Source: an optimization exercise on an open RTL-to-GDS flow (aim: small area, a short achievable clock period and few clock cycles per item). Production flows keep margins and buffers that such runs may drop. No run shown here included a check of the RTL's function; only the layout flow was run.

==> flow/design.v, too long to show whole: its modules and the start of the top module <==
// module xtea_sx: 35 lines
// module xtea_pg1: 5 lines
// module xtea_euv: 6 lines
// module xtea_pg2: 65 lines
// module xtea_q: 34 lines
// module xtea_sum: 34 lines
// module xtea_step: 13 lines
// module xtea_add: 38 lines
// module xtea_top: 69 lines
// module xtea_pfx_hc_l1: 120 lines
// module xtea_pfx_hc_l2: 112 lines
// module xtea_pfx_hc_l3: 101 lines
// module xtea_pfx_hc_l4: 79 lines
// module xtea_pfx_hc_l5: 38 lines
// module xtea_pfx_hc_l6: 78 lines
// module xtea_pfx_hc: 40 lines
module xtea_top(
    input clock, reset, cfg, start,
    input[127:0] data_i, key,
    output busy, ready,
    output[127:0] data_o
);
  // ...
==> flow/flow/run.sh <==
#!/bin/bash
# Standard layout, except that the port buffers are the smallest buffer.
set -euo pipefail
export BUFFER_PORTS_ARGS="-buffer_cell sky130_fd_sc_hd__buf_1"
bash standard.sh finish > standard.log 2>&1
==> flow/standard.sh <==
#!/bin/bash
# synth_recipe.tcl (not shown) runs the flow's synth.tcl, then flattens the netlist and writes it again
# the make line also repeats each setting of config.mk as NAME=value (left out here)
make -C /OpenROAD-flow-scripts/flow DESIGN_CONFIG=/design/flow/config.mk WORK_HOME=/design/flow/orfs CLKGATE_MAP_FILE= SYNTH_SCRIPT=/design/flow/synth_recipe.tcl "${@:-finish}"
==> flow/config.mk <==
export PLATFORM = sky130hd
export DESIGN_NAME = xtea_top
export DESIGN_NICKNAME = xtea_top
export VERILOG_FILES = /design/flow/design.v
export SDC_FILE = /design/flow/constraint.sdc
export NUM_CORES = 4
export LEC_CHECK = 0
export CAP_MARGIN = 20
export CORE_MARGIN = 2
export CORE_UTILIZATION = 60
export SLEW_MARGIN = 20
export SYNTH_HIERARCHICAL = 1
==> flow/constraint.sdc <==
create_clock -name core_clock -period 10.0 [get_ports {clock}]
set_input_delay 2.0000 -clock core_clock [delete_from_list [all_inputs] [get_ports {clock}]]
set_output_delay 2.0000 -clock core_clock [all_outputs]
set_load 0.01 [all_outputs]
==> flow_metrics.py, run 1 <==
metrics = {
    "place": {
        "place_area_um2": 27460,
        "routabilityCongestion": 1.021,
    },
    "final_layout": {
        "layoutNonFillerInstCount": 3806,
        "buffers": 400,
        "multi_input_area_um2": 15320,
        "largest_reg_flops": 128,
        "area_growth_pct": 5.549,
    },
    "flow_run": {
        "cap_violations": 0,
    },
    "routing": {
        "viasPerCell": 5.422,
        "detail_route.wl_per_cell_um": 20.19,
        "drtPass1Iterations": 6,
    },
    "yosys": {
        "synth_area_um2": 27260,
        "synth_area_per_cell_um2": 9.063,
    },
    "sta": {
        "clock_skew_ps": 20.67,
        "slew_headroom_pct": 25.52,
        "fin_crit_ps": 5408,
        "post-route-period-util_pct": 54.08,
    },
    "global_routing": {
        "antenna_found_initial": 0,
        "met1_usage_pct": 40.18,
        "gr-total-overflow": 0,
        "grt_pass1_wl_um": 114900,
    },
    "worst_hold_path": {
        "hold_class": "flip-flop to flip-flop",
    },
    "setup_path": {
        "crit_type": "flip-flop to flip-flop",
        "r2r_start": "go",
        "reg2reg_setup_slack_ps": 4590,
    },
    "status": {
        "status": "no timing/DRC/antenna violations",
    },
    "floorplanning": {
        "initial_core_util_pct": 60.46,
    },
}
==> module xtea_sx, before the edit <==
module xtea_sx(input [31:0] b, k, output [31:0] s, bk);
assign s[0] = b[5];
assign s[1] = b[6];
assign s[2] = b[7];
assign s[3] = b[8];
assign s[4] = b[0] ^ b[9];
assign s[5] = b[1] ^ b[10];
assign s[6] = b[2] ^ b[11];
assign s[7] = b[3] ^ b[12];
assign s[8] = b[4] ^ b[13];
assign s[9] = b[5] ^ b[14];
assign s[10] = b[6] ^ b[15];
assign s[11] = b[7] ^ b[16];
assign s[12] = b[8] ^ b[17];
assign s[13] = b[9] ^ b[18];
assign s[14] = b[10] ^ b[19];
assign s[15] = b[11] ^ b[20];
assign s[16] = b[12] ^ b[21];
assign s[17] = b[13] ^ b[22];
assign s[18] = b[14] ^ b[23];
assign s[19] = b[15] ^ b[24];
assign s[20] = b[16] ^ b[25];
assign s[21] = b[17] ^ b[26];
assign s[22] = b[18] ^ b[27];
assign s[23] = b[19] ^ b[28];
assign s[24] = b[20] ^ b[29];
assign s[25] = b[21] ^ b[30];
assign s[26] = b[22] ^ b[31];
assign s[27] = b[23];
assign s[28] = b[24];
assign s[29] = b[25];
assign s[30] = b[26];
assign s[31] = b[27];
assign bk = b ^ k;
endmodule
==> module xtea_pg1, before the edit <==
module xtea_pg1(input [31:0] s, b, bk, input go, output [30:0] gn, pn, output [31:0] hk);
assign gn = ~(s[30:0] & b[30:0] & {31{go}});
assign pn = ~(s[30:0] ^ b[30:0]);
assign hk = s ^ bk;
endmodule
==> module xtea_pg2, before the edit <==
module xtea_pg2(input [30:0] c, input [31:0] e, u, v, input cin, output [30:0] gn, pn, output p31);
assign pn[0] = ~e[0];
assign gn[0] = ~(u[0] | (e[0] & cin));
assign pn[1] = e[1] ^ c[0];
assign gn[1] = ~(c[0] ? u[1] : v[1]);
assign pn[2] = ~(e[2] ^ c[1]);
assign gn[2] = ~(c[1] ? v[2] : u[2]);
assign pn[3] = ~(e[3] ^ c[2]);
assign gn[3] = ~(c[2] ? v[3] : u[3]);
assign pn[4] = e[4] ^ c[3];
assign gn[4] = ~(c[3] ? u[4] : v[4]);
assign pn[5] = ~(e[5] ^ c[4]);
assign gn[5] = ~(c[4] ? v[5] : u[5]);
assign pn[6] = ~(e[6] ^ c[5]);
assign gn[6] = ~(c[5] ? v[6] : u[6]);
assign pn[7] = ~(e[7] ^ c[6]);
assign gn[7] = ~(c[6] ? v[7] : u[7]);
assign pn[8] = ~(e[8] ^ c[7]);
assign gn[8] = ~(c[7] ? v[8] : u[8]);
assign pn[9] = ~(e[9] ^ c[8]);
assign gn[9] = ~(c[8] ? v[9] : u[9]);
assign pn[10] = e[10] ^ c[9];
assign gn[10] = ~(c[9] ? u[10] : v[10]);
assign pn[11] = ~(e[11] ^ c[10]);
assign gn[11] = ~(c[10] ? v[11] : u[11]);
assign pn[12] = e[12] ^ c[11];
assign gn[12] = ~(c[11] ? u[12] : v[12]);
assign pn[13] = ~(e[13] ^ c[12]);
assign gn[13] = ~(c[12] ? v[13] : u[13]);
assign pn[14] = e[14] ^ c[13];
assign gn[14] = ~(c[13] ? u[14] : v[14]);
assign pn[15] = ~(e[15] ^ c[14]);
assign gn[15] = ~(c[14] ? v[15] : u[15]);
assign pn[16] = e[16] ^ c[15];
assign gn[16] = ~(c[15] ? u[16] : v[16]);
assign pn[17] = ~(e[17] ^ c[16]);
assign gn[17] = ~(c[16] ? v[17] : u[17]);
assign pn[18] = ~(e[18] ^ c[17]);
assign gn[18] = ~(c[17] ? v[18] : u[18]);
assign pn[19] = ~(e[19] ^ c[18]);
assign gn[19] = ~(c[18] ? v[19] : u[19]);
assign pn[20] = ~(e[20] ^ c[19]);
assign gn[20] = ~(c[19] ? v[20] : u[20]);
assign pn[21] = ~(e[21] ^ c[20]);
assign gn[21] = ~(c[20] ? v[21] : u[21]);
assign pn[22] = ~(e[22] ^ c[21]);
assign gn[22] = ~(c[21] ? v[22] : u[22]);
assign pn[23] = ~(e[23] ^ c[22]);
assign gn[23] = ~(c[22] ? v[23] : u[23]);
assign pn[24] = ~(e[24] ^ c[23]);
assign gn[24] = ~(c[23] ? v[24] : u[24]);
assign pn[25] = ~(e[25] ^ c[24]);
assign gn[25] = ~(c[24] ? v[25] : u[25]);
assign pn[26] = ~(e[26] ^ c[25]);
assign gn[26] = ~(c[25] ? v[26] : u[26]);
assign pn[27] = ~(e[27] ^ c[26]);
assign gn[27] = ~(c[26] ? v[27] : u[27]);
assign pn[28] = ~(e[28] ^ c[27]);
assign gn[28] = ~(c[27] ? v[28] : u[28]);
assign pn[29] = ~(e[29] ^ c[28]);
assign gn[29] = ~(c[28] ? v[29] : u[29]);
assign pn[30] = ~(e[30] ^ c[29]);
assign gn[30] = ~(c[29] ? v[30] : u[30]);
assign p31 = e[31] ^ c[30];
endmodule
==> module xtea_step, before the edit <==
module xtea_step(input [31:0] a, b, k, d, input go, cin, busy, output [31:0] n);
wire [31:0] s, bk, hk, e, u, v, q;
wire [30:0] g1n, p1n, c, g2n, p2n, C;
wire p31;
xtea_sx  SX  (.b(b), .k(k), .s(s), .bk(bk));
xtea_pg1 PG1 (.s(s), .b(b), .bk(bk), .go(go), .gn(g1n), .pn(p1n), .hk(hk));
xtea_pfx_hc PF (.g(g1n), .p(p1n), .G(c));
xtea_euv EUV (.a(a), .hk(hk), .go(go), .e(e), .u(u), .v(v));
xtea_pg2 PG2 (.c(c), .e(e), .u(u), .v(v), .cin(cin), .gn(g2n), .pn(p2n), .p31(p31));
xtea_pfx_hc PS (.g(g2n), .p(p2n), .G(C));
xtea_q   Q   (.pn(p2n), .p31(p31), .d(d), .busy(busy), .q(q));
xtea_sum SUM (.q(q), .C(C), .cin(cin), .n(n));
endmodule
==> module xtea_add, before the edit <==
module xtea_add(input [31:0] x, y, input inv, output [31:0] r);
wire [30:0] gn = ~(x[30:0] & y[30:0]);
wire [30:0] pn = ~(x[30:0] ^ y[30:0]);
wire [30:0] G;
xtea_pfx_hc PF (.g(gn), .p(pn), .G(G));
assign r[0] = x[0] ^ y[0] ^ inv;
assign r[1] = ~(x[1] ^ y[1] ^ inv ^ G[0]);
assign r[2] = x[2] ^ y[2] ^ inv ^ G[1];
assign r[3] = x[3] ^ y[3] ^ inv ^ G[2];
assign r[4] = ~(x[4] ^ y[4] ^ inv ^ G[3]);
assign r[5] = x[5] ^ y[5] ^ inv ^ G[4];
assign r[6] = x[6] ^ y[6] ^ inv ^ G[5];
assign r[7] = x[7] ^ y[7] ^ inv ^ G[6];
assign r[8] = x[8] ^ y[8] ^ inv ^ G[7];
assign r[9] = x[9] ^ y[9] ^ inv ^ G[8];
assign r[10] = ~(x[10] ^ y[10] ^ inv ^ G[9]);
assign r[11] = x[11] ^ y[11] ^ inv ^ G[10];
assign r[12] = ~(x[12] ^ y[12] ^ inv ^ G[11]);
assign r[13] = x[13] ^ y[13] ^ inv ^ G[12];
assign r[14] = ~(x[14] ^ y[14] ^ inv ^ G[13]);
assign r[15] = x[15] ^ y[15] ^ inv ^ G[14];
assign r[16] = ~(x[16] ^ y[16] ^ inv ^ G[15]);
assign r[17] = x[17] ^ y[17] ^ inv ^ G[16];
assign r[18] = x[18] ^ y[18] ^ inv ^ G[17];
assign r[19] = x[19] ^ y[19] ^ inv ^ G[18];
assign r[20] = x[20] ^ y[20] ^ inv ^ G[19];
assign r[21] = x[21] ^ y[21] ^ inv ^ G[20];
assign r[22] = x[22] ^ y[22] ^ inv ^ G[21];
assign r[23] = x[23] ^ y[23] ^ inv ^ G[22];
assign r[24] = x[24] ^ y[24] ^ inv ^ G[23];
assign r[25] = x[25] ^ y[25] ^ inv ^ G[24];
assign r[26] = x[26] ^ y[26] ^ inv ^ G[25];
assign r[27] = x[27] ^ y[27] ^ inv ^ G[26];
assign r[28] = x[28] ^ y[28] ^ inv ^ G[27];
assign r[29] = x[29] ^ y[29] ^ inv ^ G[28];
assign r[30] = x[30] ^ y[30] ^ inv ^ G[29];
assign r[31] = x[31] ^ y[31] ^ inv ^ G[30];
endmodule
==> module xtea_top, before the edit <==
module xtea_top(
    input clock, reset, cfg, start,
    input[127:0] data_i, key,
    output busy, ready,
    output[127:0] data_o
);
localparam [31:0] DELTA = 32'h9E3779B9;
reg        busy_r, ready_r;
reg        dec;
reg        go;       
reg [6:0]  cnt;
reg [31:0] a0, b0, a1, b1;
reg [127:0] k;
reg [31:0] s;        
reg [31:0] skr;      
reg [3:0]  ksel;     
always @(posedge clock, posedge reset)
begin
    if(reset) begin
        busy_r  <= 1'b0;
        ready_r <= 1'b0;
        go      <= 1'b0;
    end
    else begin
        busy_r  <= busy_r ? !ready_r : start;
        ready_r <= busy_r && !ready_r && (cnt == 7'd64);
        go      <= busy_r ? !ready_r && !(!dec && cnt == 7'd63) : start && cfg;
    end
end
assign busy  = busy_r;
assign ready = ready_r;
wire cin = dec & go;
wire [31:0] kx = (k[ 31: 0] & {32{ksel[0]}}) | (k[ 63:32] & {32{ksel[1]}}) |
                 (k[ 95:64] & {32{ksel[2]}}) | (k[127:96] & {32{ksel[3]}});
wire [31:0] sk_next;
xtea_add SKA (.x(s), .y(kx), .inv(dec), .r(sk_next));
wire        s_upd = cnt[0] ^ dec;
wire [31:0] s_add;
xtea_add SDA (.x(s), .y(dec ? 32'h61C88647 : DELTA), .inv(1'b0), .r(s_add));
wire [31:0] s_nx = s_upd ? s_add : s;
wire [1:0]  idx_next = cnt[0] ? s_nx[12:11] : s_nx[1:0];
wire [31:0] n0, n1;
xtea_step STEP0 (.a(a0), .b(b0), .k(skr), .d(data_i[ 63:32]), .go(go), .cin(cin), .busy(busy_r), .n(n0));
xtea_step STEP1 (.a(a1), .b(b1), .k(skr), .d(data_i[127:96]), .go(go), .cin(cin), .busy(busy_r), .n(n1));
always @(posedge clock)
begin
    b0 <= n0;
    b1 <= n1;
    if(!busy_r) begin
        a0   <= data_i[ 31: 0];
        a1   <= data_i[ 95:64];
        k    <= key;
        dec  <= !cfg;
        cnt  <= 7'd0;
        s    <= cfg ? DELTA : 32'hC6EF3720;
        skr  <= key[31:0];
        ksel <= cfg ? 4'b1000 : 4'b0100;
    end
    else begin
        a0   <= b0;
        a1   <= b1;
        cnt  <= cnt + 7'd1;
        skr  <= sk_next;
        s    <= s_nx;
        ksel <= 4'b0001 << idx_next;
    end
end
assign data_o = {a1, b1, a0, b0};
endmodule
==> inputs of run 2 (changes only) <==
--- a/flow/design.v
+++ b/flow/design.v
@@ -1,4 +1,4 @@
-module xtea_sx(input [31:0] b, k, output [31:0] s, bk);
+module xtea_sx(input [31:0] b, output [31:0] s);
 assign s[0] = b[5];
 assign s[1] = b[6];
 assign s[2] = b[7];
@@ -31,82 +31,79 @@
 assign s[29] = b[25];
 assign s[30] = b[26];
 assign s[31] = b[27];
-assign bk = b ^ k;
 endmodule
-module xtea_pg1(input [31:0] s, b, bk, input go, output [30:0] gn, pn, output [31:0] hk);
+module xtea_pg1(input [31:0] s, b, input go, output [30:0] gn, pn, output p31);
 assign gn = ~(s[30:0] & b[30:0] & {31{go}});
 assign pn = ~(s[30:0] ^ b[30:0]);
-assign hk = s ^ bk;
+assign p31 = s[31] ^ b[31];
 endmodule
-module xtea_euv(input [31:0] a, hk, input go, output [31:0] e, u, v);
-wire [31:0] hg = hk & {32{go}};
+module xtea_e(input [31:0] a, k, input [30:0] pn, input p31, go, output [31:0] e);
+wire [31:0] hg = ({p31, ~pn} ^ k) & {32{go}};
 assign e = a ^ hg;
-assign u = a & hg;
-assign v = a & ~hg;
 endmodule
-module xtea_pg2(input [30:0] c, input [31:0] e, u, v, input cin, output [30:0] gn, pn, output p31);
+module xtea_pg2(input [30:0] c, input [31:0] e, a, input cin, output [30:0] gn, pn, output p31);
 assign pn[0] = ~e[0];
-assign gn[0] = ~(u[0] | (e[0] & cin));
+assign gn[0] = ~((a[0] & ~e[0]) | (e[0] & cin));
 assign pn[1] = e[1] ^ c[0];
-assign gn[1] = ~(c[0] ? u[1] : v[1]);
+assign gn[1] = ~(a[1] & pn[1]);
 assign pn[2] = ~(e[2] ^ c[1]);
-assign gn[2] = ~(c[1] ? v[2] : u[2]);
+assign gn[2] = ~(a[2] & pn[2]);
 assign pn[3] = ~(e[3] ^ c[2]);
-assign gn[3] = ~(c[2] ? v[3] : u[3]);
+assign gn[3] = ~(a[3] & pn[3]);
 assign pn[4] = e[4] ^ c[3];
-assign gn[4] = ~(c[3] ? u[4] : v[4]);
+assign gn[4] = ~(a[4] & pn[4]);
 assign pn[5] = ~(e[5] ^ c[4]);
-assign gn[5] = ~(c[4] ? v[5] : u[5]);
+assign gn[5] = ~(a[5] & pn[5]);
 assign pn[6] = ~(e[6] ^ c[5]);
-assign gn[6] = ~(c[5] ? v[6] : u[6]);
+assign gn[6] = ~(a[6] & pn[6]);
 assign pn[7] = ~(e[7] ^ c[6]);
-assign gn[7] = ~(c[6] ? v[7] : u[7]);
+assign gn[7] = ~(a[7] & pn[7]);
 assign pn[8] = ~(e[8] ^ c[7]);
-assign gn[8] = ~(c[7] ? v[8] : u[8]);
+assign gn[8] = ~(a[8] & pn[8]);
 assign pn[9] = ~(e[9] ^ c[8]);
-assign gn[9] = ~(c[8] ? v[9] : u[9]);
+assign gn[9] = ~(a[9] & pn[9]);
 assign pn[10] = e[10] ^ c[9];
-assign gn[10] = ~(c[9] ? u[10] : v[10]);
+assign gn[10] = ~(a[10] & pn[10]);
 assign pn[11] = ~(e[11] ^ c[10]);
-assign gn[11] = ~(c[10] ? v[11] : u[11]);
+assign gn[11] = ~(a[11] & pn[11]);
 assign pn[12] = e[12] ^ c[11];
-assign gn[12] = ~(c[11] ? u[12] : v[12]);
+assign gn[12] = ~(a[12] & pn[12]);
 assign pn[13] = ~(e[13] ^ c[12]);
-assign gn[13] = ~(c[12] ? v[13] : u[13]);
+assign gn[13] = ~(a[13] & pn[13]);
 assign pn[14] = e[14] ^ c[13];
-assign gn[14] = ~(c[13] ? u[14] : v[14]);
+assign gn[14] = ~(a[14] & pn[14]);
 assign pn[15] = ~(e[15] ^ c[14]);
-assign gn[15] = ~(c[14] ? v[15] : u[15]);
+assign gn[15] = ~(a[15] & pn[15]);
 assign pn[16] = e[16] ^ c[15];
-assign gn[16] = ~(c[15] ? u[16] : v[16]);
+assign gn[16] = ~(a[16] & pn[16]);
 assign pn[17] = ~(e[17] ^ c[16]);
-assign gn[17] = ~(c[16] ? v[17] : u[17]);
+assign gn[17] = ~(a[17] & pn[17]);
 assign pn[18] = ~(e[18] ^ c[17]);
-assign gn[18] = ~(c[17] ? v[18] : u[18]);
+assign gn[18] = ~(a[18] & pn[18]);
 assign pn[19] = ~(e[19] ^ c[18]);
-assign gn[19] = ~(c[18] ? v[19] : u[19]);
+assign gn[19] = ~(a[19] & pn[19]);
 assign pn[20] = ~(e[20] ^ c[19]);
-assign gn[20] = ~(c[19] ? v[20] : u[20]);
+assign gn[20] = ~(a[20] & pn[20]);
 assign pn[21] = ~(e[21] ^ c[20]);
-assign gn[21] = ~(c[20] ? v[21] : u[21]);
+assign gn[21] = ~(a[21] & pn[21]);
 assign pn[22] = ~(e[22] ^ c[21]);
-assign gn[22] = ~(c[21] ? v[22] : u[22]);
+assign gn[22] = ~(a[22] & pn[22]);
 assign pn[23] = ~(e[23] ^ c[22]);
-assign gn[23] = ~(c[22] ? v[23] : u[23]);
+assign gn[23] = ~(a[23] & pn[23]);
 assign pn[24] = ~(e[24] ^ c[23]);
-assign gn[24] = ~(c[23] ? v[24] : u[24]);
+assign gn[24] = ~(a[24] & pn[24]);
 assign pn[25] = ~(e[25] ^ c[24]);
-assign gn[25] = ~(c[24] ? v[25] : u[25]);
+assign gn[25] = ~(a[25] & pn[25]);
 assign pn[26] = ~(e[26] ^ c[25]);
-assign gn[26] = ~(c[25] ? v[26] : u[26]);
+assign gn[26] = ~(a[26] & pn[26]);
 assign pn[27] = ~(e[27] ^ c[26]);
-assign gn[27] = ~(c[26] ? v[27] : u[27]);
+assign gn[27] = ~(a[27] & pn[27]);
 assign pn[28] = ~(e[28] ^ c[27]);
-assign gn[28] = ~(c[27] ? v[28] : u[28]);
+assign gn[28] = ~(a[28] & pn[28]);
 assign pn[29] = ~(e[29] ^ c[28]);
-assign gn[29] = ~(c[28] ? v[29] : u[29]);
+assign gn[29] = ~(a[29] & pn[29]);
 assign pn[30] = ~(e[30] ^ c[29]);
-assign gn[30] = ~(c[29] ? v[30] : u[30]);
+assign gn[30] = ~(a[30] & pn[30]);
 assign p31 = e[31] ^ c[30];
 endmodule
 module xtea_q(input [30:0] pn, input p31, input [31:0] d, input busy, output [31:0] q);
@@ -178,55 +175,96 @@
 assign n[31] = q[31] ^ C[30];
 endmodule
 module xtea_step(input [31:0] a, b, k, d, input go, cin, busy, output [31:0] n);
-wire [31:0] s, bk, hk, e, u, v, q;
+wire [31:0] s, e, q;
 wire [30:0] g1n, p1n, c, g2n, p2n, C;
-wire p31;
-xtea_sx  SX  (.b(b), .k(k), .s(s), .bk(bk));
-xtea_pg1 PG1 (.s(s), .b(b), .bk(bk), .go(go), .gn(g1n), .pn(p1n), .hk(hk));
+wire p31, f31;
+xtea_sx  SX  (.b(b), .s(s));
+xtea_pg1 PG1 (.s(s), .b(b), .go(go), .gn(g1n), .pn(p1n), .p31(f31));
 xtea_pfx_hc PF (.g(g1n), .p(p1n), .G(c));
-xtea_euv EUV (.a(a), .hk(hk), .go(go), .e(e), .u(u), .v(v));
-xtea_pg2 PG2 (.c(c), .e(e), .u(u), .v(v), .cin(cin), .gn(g2n), .pn(p2n), .p31(p31));
+xtea_e   E   (.a(a), .k(k), .pn(p1n), .p31(f31), .go(go), .e(e));
+xtea_pg2 PG2 (.c(c), .e(e), .a(a), .cin(cin), .gn(g2n), .pn(p2n), .p31(p31));
 xtea_pfx_hc PS (.g(g2n), .p(p2n), .G(C));
 xtea_q   Q   (.pn(p2n), .p31(p31), .d(d), .busy(busy), .q(q));
 xtea_sum SUM (.q(q), .C(C), .cin(cin), .n(n));
 endmodule
 module xtea_add(input [31:0] x, y, input inv, output [31:0] r);
+wire [31:0] h = x ^ y ^ {32{inv}};
 wire [30:0] gn = ~(x[30:0] & y[30:0]);
 wire [30:0] pn = ~(x[30:0] ^ y[30:0]);
 wire [30:0] G;
-xtea_pfx_hc PF (.g(gn), .p(pn), .G(G));
-assign r[0] = x[0] ^ y[0] ^ inv;
-assign r[1] = ~(x[1] ^ y[1] ^ inv ^ G[0]);
-assign r[2] = x[2] ^ y[2] ^ inv ^ G[1];
-assign r[3] = x[3] ^ y[3] ^ inv ^ G[2];
-assign r[4] = ~(x[4] ^ y[4] ^ inv ^ G[3]);
-assign r[5] = x[5] ^ y[5] ^ inv ^ G[4];
-assign r[6] = x[6] ^ y[6] ^ inv ^ G[5];
-assign r[7] = x[7] ^ y[7] ^ inv ^ G[6];
-assign r[8] = x[8] ^ y[8] ^ inv ^ G[7];
-assign r[9] = x[9] ^ y[9] ^ inv ^ G[8];
-assign r[10] = ~(x[10] ^ y[10] ^ inv ^ G[9]);
-assign r[11] = x[11] ^ y[11] ^ inv ^ G[10];
-assign r[12] = ~(x[12] ^ y[12] ^ inv ^ G[11]);
-assign r[13] = x[13] ^ y[13] ^ inv ^ G[12];
-assign r[14] = ~(x[14] ^ y[14] ^ inv ^ G[13]);
-assign r[15] = x[15] ^ y[15] ^ inv ^ G[14];
-assign r[16] = ~(x[16] ^ y[16] ^ inv ^ G[15]);
-assign r[17] = x[17] ^ y[17] ^ inv ^ G[16];
-assign r[18] = x[18] ^ y[18] ^ inv ^ G[17];
-assign r[19] = x[19] ^ y[19] ^ inv ^ G[18];
-assign r[20] = x[20] ^ y[20] ^ inv ^ G[19];
-assign r[21] = x[21] ^ y[21] ^ inv ^ G[20];
-assign r[22] = x[22] ^ y[22] ^ inv ^ G[21];
-assign r[23] = x[23] ^ y[23] ^ inv ^ G[22];
-assign r[24] = x[24] ^ y[24] ^ inv ^ G[23];
-assign r[25] = x[25] ^ y[25] ^ inv ^ G[24];
-assign r[26] = x[26] ^ y[26] ^ inv ^ G[25];
-assign r[27] = x[27] ^ y[27] ^ inv ^ G[26];
-assign r[28] = x[28] ^ y[28] ^ inv ^ G[27];
-assign r[29] = x[29] ^ y[29] ^ inv ^ G[28];
-assign r[30] = x[30] ^ y[30] ^ inv ^ G[29];
-assign r[31] = x[31] ^ y[31] ^ inv ^ G[30];
+xtea_pfx_bk PF (.g(gn), .p(pn), .G(G));
+assign r[0] = h[0];
+assign r[1] = ~(h[1] ^ G[0]);
+assign r[2] = h[2] ^ G[1];
+assign r[3] = h[3] ^ G[2];
+assign r[4] = ~(h[4] ^ G[3]);
+assign r[5] = h[5] ^ G[4];
+assign r[6] = ~(h[6] ^ G[5]);
+assign r[7] = h[7] ^ G[6];
+assign r[8] = h[8] ^ G[7];
+assign r[9] = h[9] ^ G[8];
+assign r[10] = ~(h[10] ^ G[9]);
+assign r[11] = h[11] ^ G[10];
+assign r[12] = h[12] ^ G[11];
+assign r[13] = h[13] ^ G[12];
+assign r[14] = ~(h[14] ^ G[13]);
+assign r[15] = h[15] ^ G[14];
+assign r[16] = ~(h[16] ^ G[15]);
+assign r[17] = h[17] ^ G[16];
+assign r[18] = ~(h[18] ^ G[17]);
+assign r[19] = h[19] ^ G[18];
+assign r[20] = h[20] ^ G[19];
+assign r[21] = h[21] ^ G[20];
+assign r[22] = ~(h[22] ^ G[21]);
+assign r[23] = h[23] ^ G[22];
+assign r[24] = ~(h[24] ^ G[23]);
+assign r[25] = h[25] ^ G[24];
+assign r[26] = ~(h[26] ^ G[25]);
+assign r[27] = h[27] ^ G[26];
+assign r[28] = h[28] ^ G[27];
+assign r[29] = h[29] ^ G[28];
+assign r[30] = ~(h[30] ^ G[29]);
+assign r[31] = h[31] ^ G[30];
+endmodule
+module xtea_sadd(input [31:0] x, input dec, output [31:0] r);
+wire [31:0] y = dec ? 32'h61C88647 : 32'h9E3779B9;
+wire [31:0] h = x ^ y;
+wire [30:0] gn = ~(x[30:0] & y[30:0]);
+wire [30:0] pn = ~(x[30:0] ^ y[30:0]);
+wire [30:0] G;
+xtea_pfx_bk PF (.g(gn), .p(pn), .G(G));
+assign r[0] = h[0];
+assign r[1] = ~(h[1] ^ G[0]);
+assign r[2] = h[2] ^ G[1];
+assign r[3] = h[3] ^ G[2];
+assign r[4] = ~(h[4] ^ G[3]);
+assign r[5] = h[5] ^ G[4];
+assign r[6] = ~(h[6] ^ G[5]);
+assign r[7] = h[7] ^ G[6];
+assign r[8] = h[8] ^ G[7];
+assign r[9] = h[9] ^ G[8];
+assign r[10] = ~(h[10] ^ G[9]);
+assign r[11] = h[11] ^ G[10];
+assign r[12] = h[12] ^ G[11];
+assign r[13] = h[13] ^ G[12];
+assign r[14] = ~(h[14] ^ G[13]);
+assign r[15] = h[15] ^ G[14];
+assign r[16] = ~(h[16] ^ G[15]);
+assign r[17] = h[17] ^ G[16];
+assign r[18] = ~(h[18] ^ G[17]);
+assign r[19] = h[19] ^ G[18];
+assign r[20] = h[20] ^ G[19];
+assign r[21] = h[21] ^ G[20];
+assign r[22] = ~(h[22] ^ G[21]);
+assign r[23] = h[23] ^ G[22];
+assign r[24] = ~(h[24] ^ G[23]);
+assign r[25] = h[25] ^ G[24];
+assign r[26] = ~(h[26] ^ G[25]);
+assign r[27] = h[27] ^ G[26];
+assign r[28] = h[28] ^ G[27];
+assign r[29] = h[29] ^ G[28];
+assign r[30] = ~(h[30] ^ G[29]);
+assign r[31] = h[31] ^ G[30];
 endmodule
 module xtea_top(
     input clock, reset, cfg, start,
@@ -266,7 +304,7 @@
 xtea_add SKA (.x(s), .y(kx), .inv(dec), .r(sk_next));
 wire        s_upd = cnt[0] ^ dec;
 wire [31:0] s_add;
-xtea_add SDA (.x(s), .y(dec ? 32'h61C88647 : DELTA), .inv(1'b0), .r(s_add));
+xtea_sadd SDA (.x(s), .dec(dec), .r(s_add));
 wire [31:0] s_nx = s_upd ? s_add : s;
 wire [1:0]  idx_next = cnt[0] ? s_nx[12:11] : s_nx[1:0];
 wire [31:0] n0, n1;
@@ -865,3 +903,395 @@
 assign G[29] = G5_29;
 assign G[30] = G6_30;
 endmodule
+module xtea_pfx_bk_l1(
+    input gh_1,
+    input ph_1,
+    input gl_1,
+    output go_1,
+    input gh_3,
+    input ph_3,
+    input gl_3,
+    input pl_3,
+    output go_3,
+    output po_3,
+    input gh_5,
+    input ph_5,
+    input gl_5,
+    input pl_5,
+    output go_5,
+    output po_5,
+    input gh_7,
+    input ph_7,
+    input gl_7,
+    input pl_7,
+    output go_7,
+    output po_7,
+    input gh_9,
+    input ph_9,
+    input gl_9,
+    input pl_9,
+    output go_9,
+    output po_9,
+    input gh_11,
+    input ph_11,
+    input gl_11,
+    input pl_11,
+    output go_11,
+    output po_11,
+    input gh_13,
+    input ph_13,
+    input gl_13,
+    input pl_13,
+    output go_13,
+    output po_13,
+    input gh_15,
+    input ph_15,
+    input gl_15,
+    input pl_15,
+    output go_15,
+    output po_15,
+    input gh_17,
+    input ph_17,
+    input gl_17,
+    input pl_17,
+    output go_17,
+    output po_17,
+    input gh_19,
+    input ph_19,
+    input gl_19,
+    input pl_19,
+    output go_19,
+    output po_19,
+    input gh_21,
+    input ph_21,
+    input gl_21,
+    input pl_21,
+    output go_21,
+    output po_21,
+    input gh_23,
+    input ph_23,
+    input gl_23,
+    input pl_23,
+    output go_23,
+    output po_23,
+    input gh_25,
+    input ph_25,
+    input gl_25,
+    input pl_25,
+    output go_25,
+    output po_25,
+    input gh_27,
+    input ph_27,
+    input gl_27,
+    input pl_27,
+    output go_27,
+    output po_27,
+    input gh_29,
+    input ph_29,
+    input gl_29,
+    input pl_29,
+    output go_29,
+    output po_29
+);
+assign go_1 = (~gh_1 | (~ph_1 & ~gl_1));
+assign go_3 = (~gh_3 | (~ph_3 & ~gl_3));
+assign po_3 = (~ph_3 & ~pl_3);
+assign go_5 = (~gh_5 | (~ph_5 & ~gl_5));
+assign po_5 = (~ph_5 & ~pl_5);
+assign go_7 = (~gh_7 | (~ph_7 & ~gl_7));
+assign po_7 = (~ph_7 & ~pl_7);
+assign go_9 = (~gh_9 | (~ph_9 & ~gl_9));
+assign po_9 = (~ph_9 & ~pl_9);
+assign go_11 = (~gh_11 | (~ph_11 & ~gl_11));
+assign po_11 = (~ph_11 & ~pl_11);
+assign go_13 = (~gh_13 | (~ph_13 & ~gl_13));
+assign po_13 = (~ph_13 & ~pl_13);
+assign go_15 = (~gh_15 | (~ph_15 & ~gl_15));
+assign po_15 = (~ph_15 & ~pl_15);
+assign go_17 = (~gh_17 | (~ph_17 & ~gl_17));
+assign po_17 = (~ph_17 & ~pl_17);
+assign go_19 = (~gh_19 | (~ph_19 & ~gl_19));
+assign po_19 = (~ph_19 & ~pl_19);
+assign go_21 = (~gh_21 | (~ph_21 & ~gl_21));
+assign po_21 = (~ph_21 & ~pl_21);
+assign go_23 = (~gh_23 | (~ph_23 & ~gl_23));
+assign po_23 = (~ph_23 & ~pl_23);
+assign go_25 = (~gh_25 | (~ph_25 & ~gl_25));
+assign po_25 = (~ph_25 & ~pl_25);
+assign go_27 = (~gh_27 | (~ph_27 & ~gl_27));
+assign po_27 = (~ph_27 & ~pl_27);
+assign go_29 = (~gh_29 | (~ph_29 & ~gl_29));
+assign po_29 = (~ph_29 & ~pl_29);
+endmodule
+module xtea_pfx_bk_l2(
+    input gh_3,
+    input ph_3,
+    input gl_3,
+    output go_3,
+    input gh_7,
+    input ph_7,
+    input gl_7,
+    input pl_7,
+    output go_7,
+    output po_7,
+    input gh_11,
+    input ph_11,
+    input gl_11,
+    input pl_11,
+    output go_11,
+    output po_11,
+    input gh_15,
+    input ph_15,
+    input gl_15,
+    input pl_15,
+    output go_15,
+    output po_15,
+    input gh_19,
+    input ph_19,
+    input gl_19,
+    input pl_19,
+    output go_19,
+    output po_19,
+    input gh_23,
+    input ph_23,
+    input gl_23,
+    input pl_23,
+    output go_23,
+    output po_23,
+    input gh_27,
+    input ph_27,
+    input gl_27,
+    input pl_27,
+    output go_27,
+    output po_27
+);
+assign go_3 = ~(gh_3 | (ph_3 & gl_3));
+assign go_7 = ~(gh_7 | (ph_7 & gl_7));
+assign po_7 = ~(ph_7 & pl_7);
+assign go_11 = ~(gh_11 | (ph_11 & gl_11));
+assign po_11 = ~(ph_11 & pl_11);
+assign go_15 = ~(gh_15 | (ph_15 & gl_15));
+assign po_15 = ~(ph_15 & pl_15);
+assign go_19 = ~(gh_19 | (ph_19 & gl_19));
+assign po_19 = ~(ph_19 & pl_19);
+assign go_23 = ~(gh_23 | (ph_23 & gl_23));
+assign po_23 = ~(ph_23 & pl_23);
+assign go_27 = ~(gh_27 | (ph_27 & gl_27));
+assign po_27 = ~(ph_27 & pl_27);
+endmodule
+module xtea_pfx_bk_l3(
+    input gh_7,
+    input ph_7,
+    input gl_7,
+    output go_7,
+    input gh_15,
+    input ph_15,
+    input gl_15,
+    input pl_15,
+    output go_15,
+    output po_15,
+    input gh_23,
+    input ph_23,
+    input gl_23,
+    input pl_23,
+    output go_23,
+    output po_23
+);
+assign go_7 = (~gh_7 | (~ph_7 & ~gl_7));
+assign go_15 = (~gh_15 | (~ph_15 & ~gl_15));
+assign po_15 = (~ph_15 & ~pl_15);
+assign go_23 = (~gh_23 | (~ph_23 & ~gl_23));
+assign po_23 = (~ph_23 & ~pl_23);
+endmodule
+module xtea_pfx_bk_l4(
+    input gh_15,
+    input ph_15,
+    input gl_15,
+    output go_15
+);
+assign go_15 = ~(gh_15 | (ph_15 & gl_15));
+endmodule
+module xtea_pfx_bk_l5(
+    input gh_23,
+    input ph_23,
+    input gl_23,
+    output go_23
+);
+assign go_23 = ~(gh_23 | (ph_23 & ~gl_23));
+endmodule
+module xtea_pfx_bk_l6(
+    input gh_11,
+    input ph_11,
+    input gl_11,
+    output go_11,
+    input gh_19,
+    input ph_19,
+    input gl_19,
+    output go_19,
+    input gh_27,
+    input ph_27,
+    input gl_27,
+    output go_27
+);
+assign go_11 = (~gh_11 | (~ph_11 & gl_11));
+assign go_19 = (~gh_19 | (~ph_19 & ~gl_19));
+assign go_27 = (~gh_27 | (~ph_27 & ~gl_27));
+endmodule
+module xtea_pfx_bk_l7(
+    input gh_5,
+    input ph_5,
+    input gl_5,
+    output go_5,
+    input gh_9,
+    input ph_9,
+    input gl_9,
+    output go_9,
+    input gh_13,
+    input ph_13,
+    input gl_13,
+    output go_13,
+    input gh_17,
+    input ph_17,
+    input gl_17,
+    output go_17,
+    input gh_21,
+    input ph_21,
+    input gl_21,
+    output go_21,
+    input gh_25,
+    input ph_25,
+    input gl_25,
+    output go_25,
+    input gh_29,
+    input ph_29,
+    input gl_29,
+    output go_29
+);
+assign go_5 = ~(gh_5 | (ph_5 & ~gl_5));
+assign go_9 = ~(gh_9 | (ph_9 & gl_9));
+assign go_13 = ~(gh_13 | (ph_13 & gl_13));
+assign go_17 = ~(gh_17 | (ph_17 & ~gl_17));
+assign go_21 = ~(gh_21 | (ph_21 & gl_21));
+assign go_25 = ~(gh_25 | (ph_25 & ~gl_25));
+assign go_29 = ~(gh_29 | (ph_29 & gl_29));
+endmodule
+module xtea_pfx_bk_l8(
+    input gh_2,
+    input ph_2,
+    input gl_2,
+    output go_2,
+    input gh_4,
+    input ph_4,
+    input gl_4,
+    output go_4,
+    input gh_6,
+    input ph_6,
+    input gl_6,
+    output go_6,
+    input gh_8,
+    input ph_8,
+    input gl_8,
+    output go_8,
+    input gh_10,
+    input ph_10,
+    input gl_10,
+    output go_10,
+    input gh_12,
+    input ph_12,
+    input gl_12,
+    output go_12,
+    input gh_14,
+    input ph_14,
+    input gl_14,
+    output go_14,
+    input gh_16,
+    input ph_16,
+    input gl_16,
+    output go_16,
+    input gh_18,
+    input ph_18,
+    input gl_18,
+    output go_18,
+    input gh_20,
+    input ph_20,
+    input gl_20,
+    output go_20,
+    input gh_22,
+    input ph_22,
+    input gl_22,
+    output go_22,
+    input gh_24,
+    input ph_24,
+    input gl_24,
+    output go_24,
+    input gh_26,
+    input ph_26,
+    input gl_26,
+    output go_26,
+    input gh_28,
+    input ph_28,
+    input gl_28,
+    output go_28,
+    input gh_30,
+    input ph_30,
+    input gl_30,
+    output go_30
+);
+assign go_2 = (~gh_2 | (~ph_2 & gl_2));
+assign go_4 = (~gh_4 | (~ph_4 & ~gl_4));
+assign go_6 = (~gh_6 | (~ph_6 & ~gl_6));
+assign go_8 = (~gh_8 | (~ph_8 & gl_8));
+assign go_10 = (~gh_10 | (~ph_10 & ~gl_10));
+assign go_12 = (~gh_12 | (~ph_12 & gl_12));
+assign go_14 = (~gh_14 | (~ph_14 & ~gl_14));
+assign go_16 = (~gh_16 | (~ph_16 & ~gl_16));
+assign go_18 = (~gh_18 | (~ph_18 & ~gl_18));
+assign go_20 = (~gh_20 | (~ph_20 & gl_20));
+assign go_22 = (~gh_22 | (~ph_22 & ~gl_22));
+assign go_24 = (~gh_24 | (~ph_24 & ~gl_24));
+assign go_26 = (~gh_26 | (~ph_26 & ~gl_26));
+assign go_28 = (~gh_28 | (~ph_28 & gl_28));
+assign go_30 = (~gh_30 | (~ph_30 & ~gl_30));
+endmodule
+module xtea_pfx_bk(input [30:0] g, p, output [30:0] G);
+wire G1_1, G1_3, G1_5, G1_7, G1_9, G1_11, G1_13, G1_15, G1_17, G1_19, G1_21, G1_23, G1_25, G1_27, G1_29, P1_3, P1_5, P1_7, P1_9, P1_11, P1_13, P1_15, P1_17, P1_19, P1_21, P1_23, P1_25, P1_27, P1_29, G2_3, G2_7, G2_11, G2_15, G2_19, G2_23, G2_27, P2_7, P2_11, P2_15, P2_19, P2_23, P2_27, G3_7, G3_15, G3_23, P3_15, P3_23, G4_15, G5_23, G6_11, G6_19, G6_27, G7_5, G7_9, G7_13, G7_17, G7_21, G7_25, G7_29, G8_2, G8_4, G8_6, G8_8, G8_10, G8_12, G8_14, G8_16, G8_18, G8_20, G8_22, G8_24, G8_26, G8_28, G8_30;
+xtea_pfx_bk_l1 L1 (.gh_1(g[1]), .ph_1(p[1]), .gl_1(g[0]), .go_1(G1_1), .gh_3(g[3]), .ph_3(p[3]), .gl_3(g[2]), .pl_3(p[2]), .go_3(G1_3), .po_3(P1_3), .gh_5(g[5]), .ph_5(p[5]), .gl_5(g[4]), .pl_5(p[4]), .go_5(G1_5), .po_5(P1_5), .gh_7(g[7]), .ph_7(p[7]), .gl_7(g[6]), .pl_7(p[6]), .go_7(G1_7), .po_7(P1_7), .gh_9(g[9]), .ph_9(p[9]), .gl_9(g[8]), .pl_9(p[8]), .go_9(G1_9), .po_9(P1_9), .gh_11(g[11]), .ph_11(p[11]), .gl_11(g[10]), .pl_11(p[10]), .go_11(G1_11), .po_11(P1_11), .gh_13(g[13]), .ph_13(p[13]), .gl_13(g[12]), .pl_13(p[12]), .go_13(G1_13), .po_13(P1_13), .gh_15(g[15]), .ph_15(p[15]), .gl_15(g[14]), .pl_15(p[14]), .go_15(G1_15), .po_15(P1_15), .gh_17(g[17]), .ph_17(p[17]), .gl_17(g[16]), .pl_17(p[16]), .go_17(G1_17), .po_17(P1_17), .gh_19(g[19]), .ph_19(p[19]), .gl_19(g[18]), .pl_19(p[18]), .go_19(G1_19), .po_19(P1_19), .gh_21(g[21]), .ph_21(p[21]), .gl_21(g[20]), .pl_21(p[20]), .go_21(G1_21), .po_21(P1_21), .gh_23(g[23]), .ph_23(p[23]), .gl_23(g[22]), .pl_23(p[22]), .go_23(G1_23), .po_23(P1_23), .gh_25(g[25]), .ph_25(p[25]), .gl_25(g[24]), .pl_25(p[24]), .go_25(G1_25), .po_25(P1_25), .gh_27(g[27]), .ph_27(p[27]), .gl_27(g[26]), .pl_27(p[26]), .go_27(G1_27), .po_27(P1_27), .gh_29(g[29]), .ph_29(p[29]), .gl_29(g[28]), .pl_29(p[28]), .go_29(G1_29), .po_29(P1_29));
+xtea_pfx_bk_l2 L2 (.gh_3(G1_3), .ph_3(P1_3), .gl_3(G1_1), .go_3(G2_3), .gh_7(G1_7), .ph_7(P1_7), .gl_7(G1_5), .pl_7(P1_5), .go_7(G2_7), .po_7(P2_7), .gh_11(G1_11), .ph_11(P1_11), .gl_11(G1_9), .pl_11(P1_9), .go_11(G2_11), .po_11(P2_11), .gh_15(G1_15), .ph_15(P1_15), .gl_15(G1_13), .pl_15(P1_13), .go_15(G2_15), .po_15(P2_15), .gh_19(G1_19), .ph_19(P1_19), .gl_19(G1_17), .pl_19(P1_17), .go_19(G2_19), .po_19(P2_19), .gh_23(G1_23), .ph_23(P1_23), .gl_23(G1_21), .pl_23(P1_21), .go_23(G2_23), .po_23(P2_23), .gh_27(G1_27), .ph_27(P1_27), .gl_27(G1_25), .pl_27(P1_25), .go_27(G2_27), .po_27(P2_27));
+xtea_pfx_bk_l3 L3 (.gh_7(G2_7), .ph_7(P2_7), .gl_7(G2_3), .go_7(G3_7), .gh_15(G2_15), .ph_15(P2_15), .gl_15(G2_11), .pl_15(P2_11), .go_15(G3_15), .po_15(P3_15), .gh_23(G2_23), .ph_23(P2_23), .gl_23(G2_19), .pl_23(P2_19), .go_23(G3_23), .po_23(P3_23));
+xtea_pfx_bk_l4 L4 (.gh_15(G3_15), .ph_15(P3_15), .gl_15(G3_7), .go_15(G4_15));
+xtea_pfx_bk_l5 L5 (.gh_23(G3_23), .ph_23(P3_23), .gl_23(G4_15), .go_23(G5_23));
+xtea_pfx_bk_l6 L6 (.gh_11(G2_11), .ph_11(P2_11), .gl_11(G3_7), .go_11(G6_11), .gh_19(G2_19), .ph_19(P2_19), .gl_19(G4_15), .go_19(G6_19), .gh_27(G2_27), .ph_27(P2_27), .gl_27(G5_23), .go_27(G6_27));
+xtea_pfx_bk_l7 L7 (.gh_5(G1_5), .ph_5(P1_5), .gl_5(G2_3), .go_5(G7_5), .gh_9(G1_9), .ph_9(P1_9), .gl_9(G3_7), .go_9(G7_9), .gh_13(G1_13), .ph_13(P1_13), .gl_13(G6_11), .go_13(G7_13), .gh_17(G1_17), .ph_17(P1_17), .gl_17(G4_15), .go_17(G7_17), .gh_21(G1_21), .ph_21(P1_21), .gl_21(G6_19), .go_21(G7_21), .gh_25(G1_25), .ph_25(P1_25), .gl_25(G5_23), .go_25(G7_25), .gh_29(G1_29), .ph_29(P1_29), .gl_29(G6_27), .go_29(G7_29));
+xtea_pfx_bk_l8 L8 (.gh_2(g[2]), .ph_2(p[2]), .gl_2(G1_1), .go_2(G8_2), .gh_4(g[4]), .ph_4(p[4]), .gl_4(G2_3), .go_4(G8_4), .gh_6(g[6]), .ph_6(p[6]), .gl_6(G7_5), .go_6(G8_6), .gh_8(g[8]), .ph_8(p[8]), .gl_8(G3_7), .go_8(G8_8), .gh_10(g[10]), .ph_10(p[10]), .gl_10(G7_9), .go_10(G8_10), .gh_12(g[12]), .ph_12(p[12]), .gl_12(G6_11), .go_12(G8_12), .gh_14(g[14]), .ph_14(p[14]), .gl_14(G7_13), .go_14(G8_14), .gh_16(g[16]), .ph_16(p[16]), .gl_16(G4_15), .go_16(G8_16), .gh_18(g[18]), .ph_18(p[18]), .gl_18(G7_17), .go_18(G8_18), .gh_20(g[20]), .ph_20(p[20]), .gl_20(G6_19), .go_20(G8_20), .gh_22(g[22]), .ph_22(p[22]), .gl_22(G7_21), .go_22(G8_22), .gh_24(g[24]), .ph_24(p[24]), .gl_24(G5_23), .go_24(G8_24), .gh_26(g[26]), .ph_26(p[26]), .gl_26(G7_25), .go_26(G8_26), .gh_28(g[28]), .ph_28(p[28]), .gl_28(G6_27), .go_28(G8_28), .gh_30(g[30]), .ph_30(p[30]), .gl_30(G7_29), .go_30(G8_30));
+assign G[0] = g[0];
+assign G[1] = G1_1;
+assign G[2] = G8_2;
+assign G[3] = G2_3;
+assign G[4] = G8_4;
+assign G[5] = G7_5;
+assign G[6] = G8_6;
+assign G[7] = G3_7;
+assign G[8] = G8_8;
+assign G[9] = G7_9;
+assign G[10] = G8_10;
+assign G[11] = G6_11;
+assign G[12] = G8_12;
+assign G[13] = G7_13;
+assign G[14] = G8_14;
+assign G[15] = G4_15;
+assign G[16] = G8_16;
+assign G[17] = G7_17;
+assign G[18] = G8_18;
+assign G[19] = G6_19;
+assign G[20] = G8_20;
+assign G[21] = G7_21;
+assign G[22] = G8_22;
+assign G[23] = G5_23;
+assign G[24] = G8_24;
+assign G[25] = G7_25;
+assign G[26] = G8_26;
+assign G[27] = G6_27;
+assign G[28] = G8_28;
+assign G[29] = G7_29;
+assign G[30] = G8_30;
+endmodule
==> flow/flow/run.sh (replaced) <==
#!/bin/bash
# Standard layout, except that the port buffers are the smallest buffer and
# timing repair aims well below the clock period.
set -euo pipefail
export BUFFER_PORTS_ARGS="-buffer_cell sky130_fd_sc_hd__buf_1"
bash standard.sh SETUP_SLACK_MARGIN=7 finish > standard.log 2>&1
==> flow_metrics.py, run 2 <==
metrics = {
    "cts": {
        "cts_hold_buf": 0,
        "cts_tree": "built",
        "worstSkewPairLatency_ps": 590,
        "cts_inserted_buffers": 38,
        "cts_buffer_depth": 3,
        "path_clk_slew_ps": 60,
        "htreeDepth": 2,
        "cts-root-buf": "clkbuf_16",
        "cts.sinks": 335,
    },
    "routing": {
        "viasPerCell": 5.804,
        "ant_nets": 0,
        "drc": 0,
        "met1_length_um": 30010,
        "routed_wl_um": 84780,
        "wl_met3_um": 6399,
        "vias": 21330,
        "detail_route.wl_per_cell_um": 23.07,
        "wl_met2_um": 41400,
        "dr.max_layer_used": "met4",
        "drt_iter0_drc": 1515,
        "drtPass1Iterations": 5,
    },
    "sta": {
        "setup_tns_ps": 0,
        "post-route-period-util_pct": 36.92,
        "setup_viol": 0,
        "clock_skew_ps": 32.64,
        "rsz0062_at_grt": "true",
        "drv_slew": 0,
        "fmax_ghz": 0.2709,
        "tightest_slew_ps": 1038,
        "hold_viol": 0,
        "fin_crit_ps": 3692,
        "slew_headroom_pct": 30.81,
    },
    "yosys": {
        "syn-num-nets": 2997,
        "ys_warn_count": 7,
        "syn_inst": 2612,
        "synth_area_per_cell_um2": 9.077,
        "synth_area_um2": 23710,
    },
    "status": {
        "status": "no timing/DRC/antenna violations",
    },
    "floorplanning": {
        "die_area_um2": 41120,
        "coreArea_um2": 38830,
        "die_w_um": 202.8,
        "num_rows": 72,
        "num_io_pins": 390,
        "initial_core_util_pct": 61.06,
        "die_y_um": 202.8,
    },
    "setup_path": {
        "r2r_start": "b1[12]",
        "crit_path_max_fanout": 4,
        "rr_worst_depth": 18,
        "cp-endpoint": "b1[29]",
        "crit_arrival_ps": 4190,
        "worstSetupEndpointType": "flip-flop",
        "r2r-end": "b1[29]",
        "critPathLaunch": "b1[12]",
        "worstPathRequired_ps": 10500,
        "crit_type": "flip-flop to flip-flop",
        "reg2reg_setup_slack_ps": 6310,
        "start_kind": "flip-flop",
    },
    "place": {
        "io_buffers": 389,
        "hpwl_um": 50290,
        "numPlacedInstances": 3270,
        "routabilityCongestion": 0.9521,
    },
    "worst_hold_path": {
        "hold_class": "flip-flop to flip-flop",
    },
    "global_routing": {
        "grt_pass1_vias": 20330,
        "grt_pass1_wl_um": 109900,
        "grt_start_max_net_pins": 83,
        "gr-total-overflow": 0,
        "antenna_found_initial": 0,
        "track_usage_pct": 34.73,
    },
    "final_layout": {
        "final_common_cell": "buf_4",
        "final_util_pct": 86.71,
        "largest-register": "k",
        "drive_above_1_share_pct": 48.84,
        "diodes": 0,
        "area_growth_pct": 42.01,
        "layout.nets": 3515,
        "largest_reg_flops": 128,
        "final_cell_mix": "buf_4 (269), buf_1 (259), inv_1 (254), nand2_1 (239), xnor2_1 (200)",
        "layoutNonFillerInstCount": 3675,
    },
    "flow_run": {
        "cap_violations": 0,
    },
}
run 2: cell types whose count changed in the layout (fill, tap and decap cells not counted), moves of 136 or more:
cell	delta
inv_1	-153
buf_6	+181
o21ai_1	-150
ha_1	-155
nor2_1	-136
buf_4	+259
run 2: worst min path at each step:
| stage | from | to | cells after the start |
|---|---|---|---|
| floorplan | cnt[4] | ready_r | 1 |
| global placement | cnt[4] | ready_r | 1 |
| detailed placement | cnt[4] | ready_r | 1 |
| CTS | cnt[4] | ready_r | 1 |
| global route | cnt[4] | ready_r | 1 |
| finish | cnt[5] | cnt[5] | 2 |
run 2: routing by layer:
| layer | GRT usage [%] | up-vias |
|---|---|---|
| li1 | - | 9430 |
| met1 | 40.17 | 10290 |
| met2 | 60.90 | 1157 |
| met3 | 5.233 | 454 |
| met4 | 20.72 | 0 |
| met5 | 0 | - |
run 2: timing repair:
| item | in CTS | in global routing |
|---|---|---|
| gates cloned | 5 | 4 |
| buffers inserted | 199 | 130 |
| setup endpoints to repair | 233 | 201 |
| pin swaps | 189 | 248 |
| resized for setup | 922 | 410 |
run 2: stage by stage:
| stage | setup slack (ps) | hold WS (ps) | cell area [um^2] |
|---|---|---|---|
| 2_1_floorplan | 6526 | 456.4 | 24080 |
| 3_3_place_gp | 5554 | 481.5 | 24270 |
| 3_5_place_dp | 5559 | 488.2 | 24270 |
| 4_1_cts | 6765 | 499.2 | 30610 |
| 5_1_grt | 6243 | 515.5 | 33670 |
| 6_report | 6308 | 499.0 | 33670 |
run 2: critical path, stage by stage, from the launching register on:
cell and delay [ps]:
dfxtp_4 380, xor2_2 160, ha_1 310, inv_2 130, nor2_4 80, buf_6 130
a21oi_4 250, o21ai_4 150, a21oi_4 360, o21ai_2 110, xnor2_2 210, nor2_4 200
nand2_2 150, nor2_4 190, nand2_1 100, o21ai_2 260, inv_1 100, o21ai_2 160
xor2_1 160
run 2: final cells by class:
cell class	count	area, um^2
Inverter	336	1285
Multi-Input combinational cell	1680	16140
Sequential cell	335	8693
Clock inverter	20	226.5
Clock buffer	47	994.7
Tap cell	518	648.1
Timing Repair Buffer	739	5683
Fill cell	1885	5159

[re-timing with driven ports]
No port has a modelled driver above. Below, the same layouts with a new extraction and two added sets of constraints.
Step 1 assumes that a clkbuf_16 drives the clock port and a buf_2 every other input.
Step 2 also shifts input and output timing later by t, the mid clock arrival at the registers, as if the neighbouring blocks saw the same clock.
a / b / c = ideal ports / drivers / drivers and shift; a / b = the first two.
run	shift t [ns]	slack for setup (ns)	worst setup path at the end	worst register clock-pin slew, ns
run 1	0.641	4.592 / 4.592 / 4.592	register to register	0.07 / 0.07
run 2	0.633	6.308 / 6.308 / 6.308	register to register	0.07 / 0.07
After both steps every run listed still meets setup and hold.
